This design comes from an exercise in tuning for small area, a short achievable clock period and few clock cycles on the open sky130 flow, not from production work.
The RTL was checked by simulation tests, not by an equivalence proof against the original design.

== T ==
==> flow/design.v <==
module Rotational_Cordic #(
	parameter INT_LENGTH        = 7,
	parameter FRAC_LENGTH       = 11,
	parameter NUM_OF_ITERATIONS = 11
) (
input  wire               CLK,
input  wire               RST,
input  wire               ENABLE,
input  wire signed [17:0] Xo,
input  wire signed [17:0] Yo,
input  wire signed [17:0] Zo,
output wire signed [17:0] XN,
output wire signed [17:0] YN,
output reg                Done
);
localparam signed [17:0] TWO_PI  = 18'h03243, M2PI  = 18'h3cdbc,
                         PI      = 18'h01921, MPI   = 18'h3e6df,
                         HPI     = 18'h00c90, MHPI  = 18'h3f36f,
                         T3PI2   = 18'h025b2, M3PI2 = 18'h3da4d;
reg signed [17:0] x, y;
reg signed [11:0] z;       
reg               neg, busy;
reg  [2:0]        pass;
wire hi  = Zo >  T3PI2;                
wire lo  = Zo <  M3PI2;                
wire qp  = Zo >= HPI  && Zo <= T3PI2;  
wire qn  = Zo >= M3PI2 && Zo <= MHPI;  
wire s0  = hi ? (Zo < TWO_PI) : lo ? (Zo <= M2PI) : qp ? (Zo < PI) : qn ? (Zo < MPI) : Zo[17];
reg signed [17:0] k1;
always @* begin
  case ({hi, lo, qp, qn})
    4'b1000: k1 = -TWO_PI;
    4'b0100: k1 =  TWO_PI;
    4'b0010: k1 = -PI;
    4'b0001: k1 =  PI;
    default: k1 = 18'sd0;
  endcase
  k1 = s0 ? k1 + 18'sd1608 : k1 - 18'sd1608;
end
wire signed [17:0] z1  = Zo + k1;
wire signed [11:0] z1s = (z1[17:11] == 7'h00 || z1[17:11] == 7'h7f) ? z1[11:0]
                                                                   : {z1[17], {11{~z1[17]}}};
reg signed [17:0] xa, ya, xb, yb;    
reg        [11:0] aa, ab;            
always @* begin
  case (pass)
    3'd0:    begin aa = 12'h3b5; ab = 12'h1f5; end
    3'd1:    begin aa = 12'h0fe; ab = 12'h07f; end
    3'd2:    begin aa = 12'h03f; ab = 12'h01f; end
    3'd3:    begin aa = 12'h00f; ab = 12'h007; end
    default: begin aa = 12'h003; ab = 12'h001; end
  endcase
end
always @* begin
  case (pass)
    3'd0:    begin xa = x >>> 1; ya = y >>> 1; end
    3'd1:    begin xa = x >>> 3; ya = y >>> 3; end
    3'd2:    begin xa = x >>> 5; ya = y >>> 5; end
    3'd3:    begin xa = x >>> 7; ya = y >>> 7; end
    default: begin xa = x >>> 9; ya = y >>> 9; end
  endcase
end
wire sa = z[11];
wire [18:0] xat = {x, 1'b1} + {ya ^ {18{~sa}}, ~sa};
wire [18:0] yat = {y, 1'b1} + {xa ^ {18{sa}},  sa};
wire [12:0] zat = {z, 1'b1} + {aa ^ {12{~sa}}, ~sa};
wire signed [17:0] x2 = xat[18:1], y2 = yat[18:1];
wire signed [11:0] z2 = zat[12:1];
wire signed [17:0] xi = busy ? x2 : Xo;
wire signed [17:0] yi = busy ? y2 : Yo;
always @* begin
  if (!busy) begin xb = xi; yb = yi; end
  else case (pass)
    3'd0:    begin xb = xi >>> 2; yb = yi >>> 2; end
    3'd1:    begin xb = xi >>> 4; yb = yi >>> 4; end
    3'd2:    begin xb = xi >>> 6; yb = yi >>> 6; end
    3'd3:    begin xb = xi >>> 8; yb = yi >>> 8; end
    default: begin xb = xi >>> 10; yb = yi >>> 10; end
  endcase
end
wire sb = busy ? z2[11] : s0;
wire [18:0] xbt = {xi, 1'b1} + {yb ^ {18{~sb}}, ~sb};
wire [18:0] ybt = {yi, 1'b1} + {xb ^ {18{sb}},  sb};
wire [12:0] zbt = {z2, 1'b1} + {ab ^ {12{~sb}}, ~sb};
always @(posedge CLK or negedge RST)
  if (!RST) begin
    busy <= 1'b0; Done <= 1'b0; pass <= 3'd0;
  end else begin
    Done <= busy && pass == 3'd4;
    if (ENABLE) begin
      busy <= 1'b1; pass <= 3'd0;
    end else begin
      if (pass == 3'd4) busy <= 1'b0;
      pass <= pass + 3'd1;
    end
  end
always @(posedge CLK)
  if (ENABLE) begin
    x <= xbt[18:1]; y <= ybt[18:1]; z <= z1s;
    neg <= qp | qn;
  end else begin
    x <= xbt[18:1]; y <= ybt[18:1]; z <= zbt[12:1];
  end
wire [28:0] xq = {{11{x[17]^neg}}, x ^ {18{neg}}};
wire [28:0] yq = {{11{y[17]^neg}}, y ^ {18{neg}}};
wire [28:0] kc = neg ? 29'd3293 : 29'd3;
wire [28:0] P  = (xq << 10) + (xq << 8) + ~(xq << 5) + ~(xq << 2) + ~xq + kc;
wire [28:0] Q  = (yq << 10) + (yq << 8) + ~(yq << 5) + ~(yq << 2) + ~yq + kc;
assign XN = P[28:11];
assign YN = Q[28:11];
endmodule
make LEC_CHECK=0 CAP_MARGIN=20 CORE_MARGIN=2 CORE_UTILIZATION=40 PLACE_DENSITY=0.6 SETUP_SLACK_MARGIN=0.5 SLEW_MARGIN=20 finish   # period 8.0 ns
run.sh (not shown) runs the stock make flow with config.mk's settings and CLKGATE_MAP_FILE= SYNTH_SCRIPT=/design/flow/synth_recipe.tcl, a recipe that flattens the netlist after the stock synthesis.
Testbench counts of T, summed over its fixed seeds: cycles 9,600.
diff inputs: T => Q
# T
export LEC_CHECK = 0
export CAP_MARGIN = 20
export CORE_MARGIN = 2
export CORE_UTILIZATION = 40
export PLACE_DENSITY = 0.6
export SETUP_SLACK_MARGIN = 0.5
export SLEW_MARGIN = 20
create_clock -name core_clock -period 8.0 [get_ports {CLK}]
# Q
export LEC_CHECK = 0
export ABC_AREA = 1
export CAP_MARGIN = 20
export CORE_MARGIN = 2
export CORE_UTILIZATION = 40
export PLACE_DENSITY = 0.6
export SETUP_SLACK_MARGIN = 1.0
export SLEW_MARGIN = 20
create_clock -name core_clock -period 8.0 [get_ports {CLK}]
## What came out
NOTE die area T->Q increased by more than 10%. In Q, the via count of the first global-routing pass came out about 23% above the value in T. T -> Q: count of buffers inserted at the top-level ports delta 0, exact match. NOTE number of well taps T->Q increased by a few percent. Cell area | Q vs T | Q larger. Maximum frequency (T / Q): 0.922. Comparing Q and T, the lower final core area utilization was measured on Q. Sort Q and T by layout buffer count excluding clock buffers desc -> top: T. [Q vs T] share of synthesized area occupied by flip-flops and latches: lower in Q.

[port drivers added, routing unchanged]
Ports are ideal in the flow. The routed layouts listed here were re-timed in OpenROAD. Step 1, drivers: a clkbuf_16 drives CLK and a buf_2 each remaining input, both assumed. Step 2 moves the port delays by t, midway between the first and last clock arrival at a register: inputs arrive t later, outputs are due t later. That takes back most of the time a late clock gives input paths. a / b / c = no drivers / after step 1 / after step 2; a / b = the first two.
run | shift t [ns] | setup slack, ns | hold WS [ns] | clock arrival spread, ns
T | 0.374 | 0.701 / 0.654 / 0.612 | 0.517 / 0.517 / 0.517 | 0.013 / 0.013
Q | 0.368 | 1.274 / 1.221 / 1.008 | 0.509 / 0.509 / 0.509 | 0.015 / 0.016
After both steps setup and hold are still met in every run listed. For Q, which loses most, drivers alone change the setup slack by -0.053 ns; drivers and shift together by -0.266 ns.
